Context: an optimization exercise on an open-source flow, tuned for small area and a short achievable clock period. The choices shown serve that exercise and are no tape-out recipe.
The RTL was checked by simulation tests, not by an equivalence proof against the original design.
Power and IR drop assume default switching activity.

==> flow/design.v, too long to show whole: its modules and the start of the top module <==
// module DCIM: 1817 lines
module DCIM (
    input clk,
    input rst_n,
    input in_valid,
    input [127:0] in_data1,
    input [127:0] in_data2,
    input [127:0] in_data3,
    input [127:0] in_data4,
    output reg out_valid,
    output reg [12:0] O1,
    output reg [12:0] O2,
    output reg [12:0] O3,
    output reg [12:0] O4
);
  // ...
==> flow/flow/run.sh <==
#!/bin/bash
# Standard ORFS layout with two changes:
#  - SYNTH_ARGS=-noabc: skip the abc -fast inside Yosys's generic synth, so the
#    full adders written in the RTL reach extract_fa in their plain polarity
#    (no inverters around every full adder); the final liberty abc still runs.
#  - port buffers use buf_1.
set -euo pipefail
bash standard.sh SYNTH_ARGS=-noabc "BUFFER_PORTS_ARGS=-buffer_cell sky130_fd_sc_hd__buf_1" finish > flow_make.log 2>&1
==> flow/standard.sh <==
#!/bin/bash
# synth_recipe.tcl (not shown) runs the flow's synth.tcl, then flattens the netlist and writes it again
# the make line also repeats each setting of config.mk as NAME=value (left out here)
make -C /OpenROAD-flow-scripts/flow DESIGN_CONFIG=/design/flow/config.mk WORK_HOME=/design/flow/orfs CLKGATE_MAP_FILE= SYNTH_SCRIPT=/design/flow/synth_recipe.tcl "${@:-finish}"
==> flow/config.mk <==
export PLATFORM = sky130hd
export DESIGN_NAME = DCIM
export DESIGN_NICKNAME = DCIM
export VERILOG_FILES = /design/flow/design.v
export SDC_FILE = /design/flow/constraint.sdc
export NUM_CORES = 4
export LEC_CHECK = 0
export CAP_MARGIN = 20
export CORE_MARGIN = 2
export CORE_UTILIZATION = 40
export SLEW_MARGIN = 20
==> flow/constraint.sdc <==
create_clock -name core_clock -period 2.4 [get_ports {clk}]
set_input_delay 0.4800 -clock core_clock [delete_from_list [all_inputs] [get_ports {clk}]]
set_output_delay 0.4800 -clock core_clock [all_outputs]
set_load 0.01 [all_outputs]
==> flow_summary.ini, run 1 <==
[status]
outcome = finished clean

[pwr]
p_comb_mw = 12.4
p_sw_share_pct = 30.2
p_seq_share_pct = 46.3

[detailed_routing]
vias = 13900
wl_met3_mm = 2.44
drt-total-wl_mm = 50.3
wl_per_cell_um = 15.5

[placement]
dp_slack_ps = 179
dpl_cell_area_um2 = 32000

[clocking]
postCtsSetupRepairBufs = 0
clock_path_buffers = 3
cts_inserted_buffers = 71

[synth]
async_flop_share_pct = 9.33
synth_simple_gate_area_share_pct = 3.17
syn-cell-area_um2 = 28700

[flow_run]
max_cap_violations = 0

[worst_setup_path]
crit_buf_inv = 1
crit_fanout = 43
cp.arrival_ps = 2130
critPathTopFamily = flip-flops
path_cells = buf_12, and2_1, fa_1

[layout]
buffers = 576
multiInputGateArea_um2 = 13600
fill_cells = 6159
seq_share_pct = 43.0

[sta]
rsz0062_at_grt = no

[hold_path]
min_to = p4_r0[0]$_DFF_P_

[global_route]
grt_pass1_vias = 16200
use_met3_pct = 3.33
==> run 2, diff against run 1 <==
--- a/flow/config.mk
+++ b/flow/config.mk
@@ -8,4 +8,5 @@
 export CAP_MARGIN = 20
 export CORE_MARGIN = 2
 export CORE_UTILIZATION = 40
+export SETUP_SLACK_MARGIN = 0.8
 export SLEW_MARGIN = 20
==> run 2 against run 1 <==
Register-to-register slack improved by 160 ps; largest power group unchanged; global-route usage is 0.53 points higher; combinational power grew about 10%; still clean; worst setup slack improved by 160 ps; utilization is 1.8 points higher; die area stayed put; critical path depth down 2; clock-buffer cell count decreased by 6; via count grew 1.5%.
==> flow_summary.ini, run 2 <==
[worst_setup_path]
cp.arrival_ps = 1180
path_cells = buf_2
crit_buf_inv = 1
slowest_stage = dfrtp_1
critPathTopFamily = flip-flops
critPathLaunchType = flop
max_stage_delay_ps = 430
path_class = flop to output pin
crit_path_end_kind = output pin
crit_required_ps = 1920
crit_fanout = 1

[clocking]
htree_levels = 3
cts_inserted_buffers = 73
cts_sinks = 675
clock_path_buffers = 3
clock_latency_ps = 590
cts-root-buf = clkbuf_16
cts_tree = built
clk_pin_slew_ps = 60

[sta]
fin_worst_skew_ps = 28.2
period_share_pct = 69.2
period_minus_slack_ps = 1660
drv_slew = 0
setup_tns_ps = 0
rsz0062_at_grt = yes
relSlewSlack_pct = 52.2
fmax_mhz = 602
finalHoldViolations = 0
tightest_slew_ps = 717
setup_viol = 0

[global_route]
grt_max_degree = 49
grt_use_total_pct = 14.6
grt_pass1_wl_mm = 84.2
antenna_found_initial = 0
grt_pass1_vias = 16500
grt-ovfl-total = 0

[layout]
area_growth_pct = 24.7
drive_gt1_share_pct = 20.8
nets = 3400
final_common_cell = buf_1
final_util_pct = 50.2
fill_cells = 6008
final_cell_mix = 517 x buf_1, 516 x dfxtp_1, 290 x fa_1

[synth]
synth.distinct_cells = 22
synth_area_per_cell_um2 = 17.9
synth_area_leader_cell = fa_1
synth_edf_count = 96
synth_area_leaders = fa_1 37%, dfxtp_1 36%, edfxtp_1 10%
syn_nets = 2731
ys_seq_area_share_pct = 51.6
syn-cell-area_um2 = 28700
netlist.area_leader.share_pct = 36.6
async_flop_share_pct = 9.33
synthFlopType = dfxtp_1
netlist_instances = 1603
synthTopCellsByCount = 524 x fa_1, 516 x dfxtp_1, 105 x and2_1
yosysWarnings = 1
yosysMostFrequentCell = fa_1
yosys_register_bits = 675

[floorplanning]
num_rows = 98
die_y_um = 272
coreArea_um2 = 71200
start_util_pct = 40.2
ios = 568
die_area_um2 = 73800
die_width_um = 272

[pwr]
clkPwrFrac_pct = 25.3
p_seq_share_pct = 44.7
power_density_nw_per_um2 = 1280
internal_power_mw = 31.9
ir_drop_mv = 0.573
p_sw_share_pct = 30.1
p_sw_mw = 13.7
p_leak_nw = 14.1
comb_power_share_pct = 30.0

[detailed_routing]
vias = 14100
wl_met2_mm = 27.2
vias_per_cell = 4.29
drtPass1Iterations = 5
first_iter_violations = 405
wl_met3_mm = 2.51
wl_met1_mm = 21.6
wl_per_cell_um = 16.2
drcViolationCount = 0
top_layer = met4
drt-total-wl_mm = 53.0
antenna_left = 0

[placement]
portBuffers = 567
hpwl_mm = 43.0
place.gp.congestion = 0.958

[status]
outcome = finished clean

[hold_path]
holdCritPathClass = input port to flop

[flow_run]
max_cap_violations = 0
[run 2: cell counts after synthesis]
No cell type changed its count.
[run 2: logic make-up after synthesis]
family                     count (synthesis)  synth area share [%]
AOI/OAI and AO/OA                         36                  1.03
buffers and inverters                     54                 0.830
muxes                                     37                  1.47
DFF                                      675                  51.6
and+or+nand+nor                          143                  3.17
xor gates and xnor gates                  45                  1.38
adders and majority gates                613                  40.5
[run 2: worst paths after layout]
path	endpoint	start	slack (ps)	cells past startpoint
setup / recovery	O2[5]	O2[5]$_DFF_PN0_	740	1
hold / removal	p2_r0[0]$_DFF_P_	in_data2[124]	210	2
setup reg to reg	Pz3_0[3]$_DFF_P_	as3[6]$_DFFE_PP_	740	4
hold reg to reg	p2_r3[3]$_DFF_P_	p2_r2[3]$_DFF_P_	320	0
max in group asynchronous	O4[6]$_DFF_PN0_	rst_n	1320	3
min in group asynchronous	O1[9]$_DFF_PN0_	rst_n	480	2
[run 2: power by group through the flow]
| stage | clock network [mW] | logic [mW] | registers (mW) |
|---|---|---|---|
| 6_report | 11.6 | 13.7 | 20.4 |
| 3_3_place_gp | 0 | 12.7 | 20.6 |
| 5_1_grt | 12.4 | 16.5 | 21.1 |
| 2_1_floorplan | 0 | 8.86 | 20.0 |
| 3_5_place_dp | 0 | 13.2 | 20.8 |
| 4_1_cts | 12.0 | 14.0 | 20.5 |
[run 2: layout make-up]
cell class                 instances  area (µm²)  share of cell area, %
timing repair buffer             612        2770                   7.75
tap                              950        1190                   3.33
inverter                          36         135                  0.378
multi-input combinational        874       14300                   40.0
antenna                            2        5.00                 0.0140
clock buffer                     101        2170                   6.07
clock inverter                    26         372                   1.04
sequential                       675       14800                   41.4
[run 2: stage by stage]
stage	hold slack [ps]	cell area (µm²)	power (mW)	cells	worst slack (ps)
4_1_cts	157	35500	46.4	3267	666
3_3_place_gp	310	32500	33.4	3110	246
5_1_grt	173	35700	49.9	3274	681
3_5_place_dp	312	32500	34.0	3110	235
2_1_floorplan	184	29200	28.8	1603	444
6_report	209	35700	45.7	3276	738
[run 2: layer usage]
layer | track usage (%) | vias up
met2 | 25.0 | 339
met5 | 0 | -
li1 | - | 6431
met3 | 3.28 | 113
met1 | 18.3 | 7182
met4 | 5.10 | 0
[run 2: what timing repair did]
action,4_1_cts,5_1_grt
endpoints found under the hold margin,46,0
setup buffers,28,3
hold buffers,2,0
endpoints found under the setup margin,86,89
cloned,0,4
resized for setup,63,63
pin swaps,4,10
==> run 3, diff against run 2 <==
--- a/flow/config.mk
+++ b/flow/config.mk
@@ -8,5 +8,5 @@
 export CAP_MARGIN = 20
 export CORE_MARGIN = 2
 export CORE_UTILIZATION = 40
-export SETUP_SLACK_MARGIN = 0.8
+export SETUP_SLACK_MARGIN = 1.0
 export SLEW_MARGIN = 20
==> run 3 against run 2 <==
Sequential cell count stayed put; critical path depth is 2 higher; final cell count grew 0.64%; utilization grew 1.6 points; wire length decreased by 2.2%; via count decreased by 0.43%; critical endpoint is now as1[4]$_DFFE_PP_; clock power down 6%; non-clock buffer count rose by 20; highest routed layer unchanged.
==> flow_summary.ini, run 3 <==
[status]
outcome = finished clean

[sta]
drv_slew = 0
rsz0062_at_grt = yes
period_share_pct = 68.1
period_minus_slack_ps = 1640
relSlewSlack_pct = 71.9
setup_tns_ps = 0
fmax_mhz = 612
fin_worst_skew_ps = 24.2
setup_viol = 0
tightest_slew_ps = 421
finalHoldViolations = 0

[placement]
portBuffers = 567
post-place-cells = 3110
hpwl_mm = 41.4
place.gp.congestion = 0.870

[synth]
synth_area_leader_cell = fa_1
yosys_register_bits = 675
synth.distinct_cells = 22
synthFlopType = dfxtp_1
synthTopCellsByCount = 524 x fa_1, 516 x dfxtp_1, 105 x and2_1
yosysWarnings = 1
synth_edf_count = 96
syn_nets = 2731
synth_area_per_cell_um2 = 17.9
netlist.area_leader.share_pct = 36.6
yosysMostFrequentCell = fa_1
syn-cell-area_um2 = 28700
async_flop_share_pct = 9.33
netlist_instances = 1603
synth_area_leaders = fa_1 37%, dfxtp_1 36%, edfxtp_1 10%
ys_seq_area_share_pct = 51.6

[detailed_routing]
top_layer = met4
wl_met1_mm = 21.1
drt-total-wl_mm = 51.8
wl_met2_mm = 27.5
vias = 14000
antenna_left = 0
wl_met3_mm = 1.86
vias_per_cell = 4.25
drtPass1Iterations = 4
wl_per_cell_um = 15.7
first_iter_violations = 235
drcViolationCount = 0

[worst_setup_path]
path_class = flop to flop
crit_required_ps = 2720
slowest_stage = dfrtp_4
crit_buf_inv = 1
max_stage_delay_ps = 570
critPathLaunchType = flop
crit_path_end_kind = flop
crit_cells = 3
critPathTopFamily = flip-flops
crit_fanout = 16
ff2ff_path_depth = 3
path_cells = buf_12, and2_1, fa_1
cp.arrival_ps = 1960

[flow_run]
max_cap_violations = 0

[clocking]
htree_levels = 3
cts_sinks = 675
clk_pin_slew_ps = 60
cts-root-buf = clkbuf_16
cts_tree = built
clock_latency_ps = 590
cts_inserted_buffers = 71
clock_path_buffers = 3

[floorplanning]
die_area_um2 = 73800
die_width_um = 272
ios = 568
coreArea_um2 = 71200
num_rows = 98
start_util_pct = 40.2
die_y_um = 272

[layout]
final_cell_mix = 494 x dfxtp_1, 396 x buf_1, 368 x fa_2
drive_gt1_share_pct = 35.3
area_growth_pct = 28.8
final_common_cell = dfxtp_1
nets = 3418
fill_cells = 5880
seqCellArea_um2 = 14800
multiInputGateArea_um2 = 14900
final_cells = 3297

[global_route]
grt_pass1_wl_mm = 83.0
antenna_found_initial = 0
grt_use_total_pct = 14.2
grt-ovfl-total = 0
grt_max_degree = 44
grt_pass1_vias = 16600

[hold_path]
holdCritPathClass = input port to flop
hold_depth = 2

[pwr]
ir_drop_mv = 0.530
power_density_nw_per_um2 = 1250
p_leak_nw = 14.5
-- run 3: logic make-up after synthesis --
family | count (synthesis) | share of synthesized area [%]
simple gates | 143 | 3.17
flops | 675 | 51.6
fa+ha+maj | 613 | 40.5
compound gates | 36 | 1.03
mux | 37 | 1.47
xor+xnor | 45 | 1.38
buf+inv | 54 | 0.830
-- run 3: final cells by class --
cell class	instances	share of cell area, %
sequential	675	40.2
antenna	1	0.00678
clock inverter	19	0.549
clock buffer	110	5.93
tap	950	3.22
inverter	36	0.366
multi-input combinational	874	40.3
timing repair buffer	632	9.43
-- run 3: timing repair --
item,CTS,global route
endpoints found under the hold margin,27,0
gates cloned,0,3
pin swaps,225,194
hold buffers,2,0
setup endpoints to repair,350,317
gates resized for setup,215,247
setup buffers,36,16
-- run 3: through the flow --
step           power [mW]  worst slack (ps)  area [µm²]  hold WS [ps]  util, %
2_1_floorplan        29.3               444       29500           184        -
3_3_place_gp         33.7               260       32700           311     46.0
3_5_place_dp         34.4               252       32700           312     46.0
4_1_cts              46.4               768       36100           214     50.6
5_1_grt              50.5               712       36900           241     51.8
6_report             46.2               765       36900           262     51.8
-- run 3: metal layers --
metal / track usage [%] / vias to the layer above
met5: 0 / -
met4: 5.05 / 0
met3: 2.36 / 101
met2: 25.0 / 318
met1: 17.7 / 7107
li1: - / 6479
-- run 3: final timing paths --
check                                   startpoint               end  slack (ps)
worst max register to register  keepa2$_DFFE_PN0P_  as1[4]$_DFFE_PP_         760
min in group asynchronous                    rst_n   O1[7]$_DFF_PN0_         400
worst max-delay path            keepa2$_DFFE_PN0P_  as1[4]$_DFFE_PP_         760
max in group asynchronous                    rst_n   O2[3]$_DFF_PN0_        1430
worst min register to register    p1_r0[3]$_DFF_P_  p1_r1[0]$_DFF_P_         320
worst min-delay path                 in_data3[124]  p3_r0[0]$_DFF_P_         260
-- run 3: where the power goes --
part / internal, mW / switching (mW)
logic: 8.00 / 6.82
registers: 17.6 / 2.87
clock network: 6.63 / 4.26
total: 32.2 / 14.0
-- run 3: worst reg2reg max path, delay by kind of cell (launching register included) --
family | cells | cell delay [ps]
buffers and inverters | 1 | 190
DFF | 1 | 570
and+or+nand+nor | 1 | 160
adders and majority gates | 1 | 450
==> run 4, diff against run 3 <==
--- a/flow/config.mk
+++ b/flow/config.mk
@@ -7,6 +7,6 @@
 export LEC_CHECK = 0
 export CAP_MARGIN = 20
 export CORE_MARGIN = 2
-export CORE_UTILIZATION = 40
-export SETUP_SLACK_MARGIN = 1.0
+export CORE_UTILIZATION = 75
+export SETUP_SLACK_MARGIN = 0.8
 export SLEW_MARGIN = 20
==> run 4 against run 3 <==
The flow now stops in 5_1_grt; synthesized cell count stayed put; area after synthesis stayed put.
==> flow_summary.ini, run 4 <==
[status]
outcome = did not finish
last-stage-reached = 5_1_grt
stop_error = [ERROR GRT-0232] Routing congestion too high. Check the congestion heatmap in the GUI.

[global_route]
grt_use_total_pct = 48.5
grt_max_degree = 48
grt-ovfl-total = 7

[placement]
portBuffers = 567
place.gp.congestion = 0.886
dp_slack_ps = 172
hpwl_mm = 45.3

[synth]
syn_nets = 2731
synth.distinct_cells = 22
async_flop_share_pct = 9.33
yosys_register_bits = 675
synth_area_leader_cell = fa_1
synthFlopType = dfxtp_1
ys_seq_area_share_pct = 51.6
yosysMostFrequentCell = fa_1
netlist.area_leader.share_pct = 36.6
synth_area_per_cell_um2 = 17.9
syn-cell-area_um2 = 28700
synth_edf_count = 96
netlist_instances = 1603
synth_area_leaders = fa_1 37%, dfxtp_1 36%, edfxtp_1 10%
synthTopCellsByCount = 524 x fa_1, 516 x dfxtp_1, 105 x and2_1
yosysWarnings = 1

[clocking]
cts_inserted_buffers = 60
htree_levels = 2
cts-root-buf = clkbuf_16
clock_path_buffers = 3
cts_sinks = 675

[floorplanning]
start_util_pct = 76.1
die_width_um = 199
ios = 568
die_y_um = 199
num_rows = 71

[sta]
crit_endpoint = Po1_0[3]$_DFF_P_/D
worst_path_end_type = sequential cell input
[run 4: cell counts after synthesis]
Identical to the previous run, type by type.
[run 4: power by group through the flow]
stage | sequential, mW | clock [mW] | combinational [mW]
floorplan | 20.0 | 0 | 8.86
global placement | 20.4 | 0 | 12.1
detailed placement | 20.8 | 0 | 13.6
CTS | 20.7 | 10.1 | 15.4
[run 4: cells by family after synthesis]
family | count (synthesis) | share of synthesized area (%)
xor gates and xnor gates | 45 | 1.38
buffers and inverters | 54 | 0.830
AOI/OAI and AO/OA | 36 | 1.03
DFF | 675 | 51.6
and+or+nand+nor | 143 | 3.17
muxes | 37 | 1.47
adders and majority gates | 613 | 40.5
[run 4: what timing repair did]
action                                 CTS
endpoints found under the hold margin   29
setup endpoints to repair              105
gates resized for setup                 78
setup buffers                           29
pin swaps                                7
hold buffers                             2
[run 4: metal layers]
metal / overflow / GRT usage, %
met5: 0 / 1.92
met4: 6 / 48.5
met3: 0 / 16.6
met2: 1 / 79.4
met1: 0 / 46.7
[run 4: how the worst max path moves through the flow]
stage	from	end	slack, ps	depth (start not counted)
3_5_place_dp	in_data4[39]	p4_r0[39]$_DFF_P_	170	4
2_1_floorplan	in_data1[15]	p1_r0[39]$_DFF_P_	440	3
4_1_cts	O2[1]$_DFF_PN0_	O2[1]	670	1
3_3_place_gp	in_data4[39]	p4_r0[39]$_DFF_P_	250	4
[run 4: stage by stage]
step,std cells,total power [mW],hold WS (ps),instance area [µm²]
after floorplan,1603,28.8,184,29200
after global placement,2671,32.5,310,32000
after detailed placement,2671,34.4,312,32000
after CTS,2815,46.2,180,34500
==> run 5, diff against run 4 <==
--- a/flow/config.mk
+++ b/flow/config.mk
@@ -7,6 +7,6 @@
 export LEC_CHECK = 0
 export CAP_MARGIN = 20
 export CORE_MARGIN = 2
-export CORE_UTILIZATION = 75
+export CORE_UTILIZATION = 60
 export SETUP_SLACK_MARGIN = 0.8
 export SLEW_MARGIN = 20
==> run 5 against run 4 <==
Now clean on timing, DRC and antenna; synthesized cell count unchanged; area after synthesis unchanged.
==> flow_summary.ini, run 5 <==
[status]
outcome = finished clean

[global_route]
grt_use_total_pct = 20.4
grt_pass1_vias = 16400
grt-ovfl-total = 0
antenna_found_initial = 0
grt_pass1_wl_mm = 78.8
grt_max_degree = 44

[clocking]
clk_pin_slew_ps = 60
clock_latency_ps = 570
cts_sinks = 675
cts_inserted_buffers = 67
cts_tree = built
cts-root-buf = clkbuf_16
clock_path_buffers = 3
htree_levels = 3

[synth]
yosysMostFrequentCell = fa_1
syn_nets = 2731
synth_edf_count = 96
synth_area_leaders = fa_1 37%, dfxtp_1 36%, edfxtp_1 10%
yosys.area_share.adder_pct = 40.5
synth_xor_area_share_pct = 1.38
netlist_instances = 1603
yosys_register_bits = 675
yosysWarnings = 1
ys_seq_area_share_pct = 51.6
synth_simple_gate_area_share_pct = 3.17
synthFlopType = dfxtp_1
synth_area_per_cell_um2 = 17.9
synth_area_leader_cell = fa_1
synth.distinct_cells = 22
synth-compound-area-share_pct = 1.03
async_flop_share_pct = 9.33
synthTopCellsByCount = 524 x fa_1, 516 x dfxtp_1, 105 x and2_1
muxShareOfSynthArea_pct = 1.47
syn-cell-area_um2 = 28700
netlist.area_leader.share_pct = 36.6
synth_top_family_by_area = adder cells

[floorplanning]
die_y_um = 223
num_rows = 80
die_area_um2 = 49500
ios = 568
start_util_pct = 60.4
coreArea_um2 = 47400
die_width_um = 223

[worst_setup_path]
crit_top_cell = a21o_1
path_cells = ha_1, a21o_1, a21o_1, fa_1
r2r-start = as1[6]$_DFFE_PP_
slowest_stage = edfxtp_1
ff2ff_path_depth = 4
critPathTopFamily = adder cells
crit_required_ps = 2840
max_stage_delay_ps = 450
critPathLaunchType = flop
path_class = flop to flop
crit_cells = 4
crit_fanout = 3
crit_buf_inv = 0
cp.arrival_ps = 2080
rrSetupSlack_ps = 760
crit_path_end_kind = flop
reg2reg_to = Po1_0[3]$_DFF_P_

[hold_path]
hp-start = in_data3[124]
min_to = p3_r0[0]$_DFF_P_
holdCritPathClass = input port to flop
hold_depth = 2

[placement]
dp_slack_ps = 265
post-place-cells = 2774
hpwl_mm = 38.4
portBuffers = 567
place.gp.congestion = 0.904
dpl_cell_area_um2 = 32100

[layout]
finalInstanceArea_um2 = 34900
nets = 3385
final_util_pct = 73.5
fill_cells = 3029
final_common_cell = buf_1
final_cells = 2925
antenna_cells = 0
area_growth_pct = 21.7
drive_gt1_share_pct = 18.4
seqCellArea_um2 = 14800
multiInputGateArea_um2 = 14300
final_cell_mix = 541 x buf_1, 516 x dfxtp_1, 293 x fa_1

[sta]
period_minus_slack_ps = 1640
fin_worst_skew_ps = 15.0
finalHoldViolations = 0
fmax_mhz = 611
setup_ws_ps = 763
rsz0062_at_grt = yes
worst_hold_slack_ps = 228
relSlewSlack_pct = 63.1
setup_viol = 0
drv_slew = 0
setup_tns_ps = 0
period_share_pct = 68.2
tightest_slew_ps = 553

[detailed_routing]
first_iter_violations = 360
antenna_left = 0
drt-total-wl_mm = 47.1
drtPass1Iterations = 4
wl_per_cell_um = 16.1
vias_per_cell = 4.73
vias = 13800
drcViolationCount = 0

[pwr]
ir_drop_mv = 0.576
p_total_mw = 44.2
p_leak_nw = 13.8
power_density_nw_per_um2 = 1270

[flow_run]
max_cap_violations = 0
==> run 5: cell counts after synthesis <==
Identical to the previous run, type by type.
==> run 5: worst max path at each step <==
| stage | slack, ps | start | end |
|---|---|---|---|
| after detailed placement | 260 | in_data1[88] | p1_r0[8]$_DFF_P_ |
| after global placement | 280 | in_data1[72] | p1_r0[9]$_DFF_P_ |
| after floorplan | 440 | in_data1[15] | p1_r0[39]$_DFF_P_ |
| after global routing | 700 | as3[5]$_DFFE_PP_ | Po3_0[3]$_DFF_P_ |
| final | 760 | as1[6]$_DFFE_PP_ | Po1_0[3]$_DFF_P_ |
| after CTS | 750 | O2[0]$_DFF_PN0_ | O2[0] |
==> run 5: cells by family (layout without fill, tap and decap cells) <==
group / Yosys count / count (layout)
multiplexers: 37 / 37
buffers and inverters: 54 / 761
AND/OR/NAND/NOR: 143 / 143
XOR/XNOR: 45 / 45
adder cells (fa/ha/maj): 613 / 613
flip-flops: 675 / 675
AO/OA/AOI/OAI: 36 / 36
==> run 5: worst register-to-register path: stages (launching register included) <==
cell and delay, ps:
edfxtp_1 450, ha_1 310, a21o_1 150, a21o_1 160, fa_1 440
==> run 5: cell type report <==
| cell class | count | share of cell area [%] |
|---|---|---|
| sequential | 675 | 42.4 |
| tap | 615 | 2.21 |
| clock inverter | 18 | 0.646 |
| clock buffer | 104 | 6.01 |
| timing repair buffer | 603 | 7.42 |
| multi-input combinational | 874 | 40.9 |
| inverter | 36 | 0.388 |
==> run 5: per-layer routing <==
layer | routed length, µm | track usage [%]
met5 | 0 | 0
met4 | 1620 | 7.56
met3 | 2000 | 3.95
met2 | 24900 | 35.7
met1 | 18600 | 25.3
==> run 5: repair_timing <==
item,4_1_cts,5_1_grt
setup endpoints to repair,65,61
pin swaps,5,6
resized for setup,52,39
hold endpoints to repair,33,0
hold buffers,2,0
setup buffers,22,5
==> run 5: where the power goes <==
group	internal, mW	leakage [nW]	switching (mW)
registers	17.6	6.16	2.68
logic	6.84	6.50	6.42
clock network	6.56	1.14	4.11
total	31.0	13.8	13.2

re-timing with driven ports:
In the flow no input, the clock included, has a driving cell. The finished layouts below were timed again as built, in two steps.
Step 1, drivers: a clkbuf_16 drives clk and a buf_2 each remaining input, both assumed.
Step 2 times the ports against the registers' clock, not the clock port: input delays grow and output delays shrink by t, the midpoint of the rising clock arrivals with the driver on.
Three values: ideal, step 1, step 2; two values: the first two.
run	shift t [ns]	slack for setup (ns)	hold slack, ns	clock arrival spread, ns	cell pins on the clock port's net
run 1	0.647	0.578 / 0.578 / 0.161	0.199 / 0.155 / 0.315	0.028 / 0.028	1
run 2	0.641	0.738 / 0.676 / 0.228	0.209 / 0.178 / 0.323	0.030 / 0.029	1
run 3	0.633	0.765 / 0.760 / 0.213	0.262 / 0.233 / 0.321	0.024 / 0.024	1
run 5	0.624	0.763 / 0.731 / 0.263	0.228 / 0.207 / 0.318	0.016 / 0.016	1
After both steps every run listed still meets setup and hold. The setup slack of run 3, which loses most, moves by -0.005 ns with the drivers and by -0.552 ns with both steps.
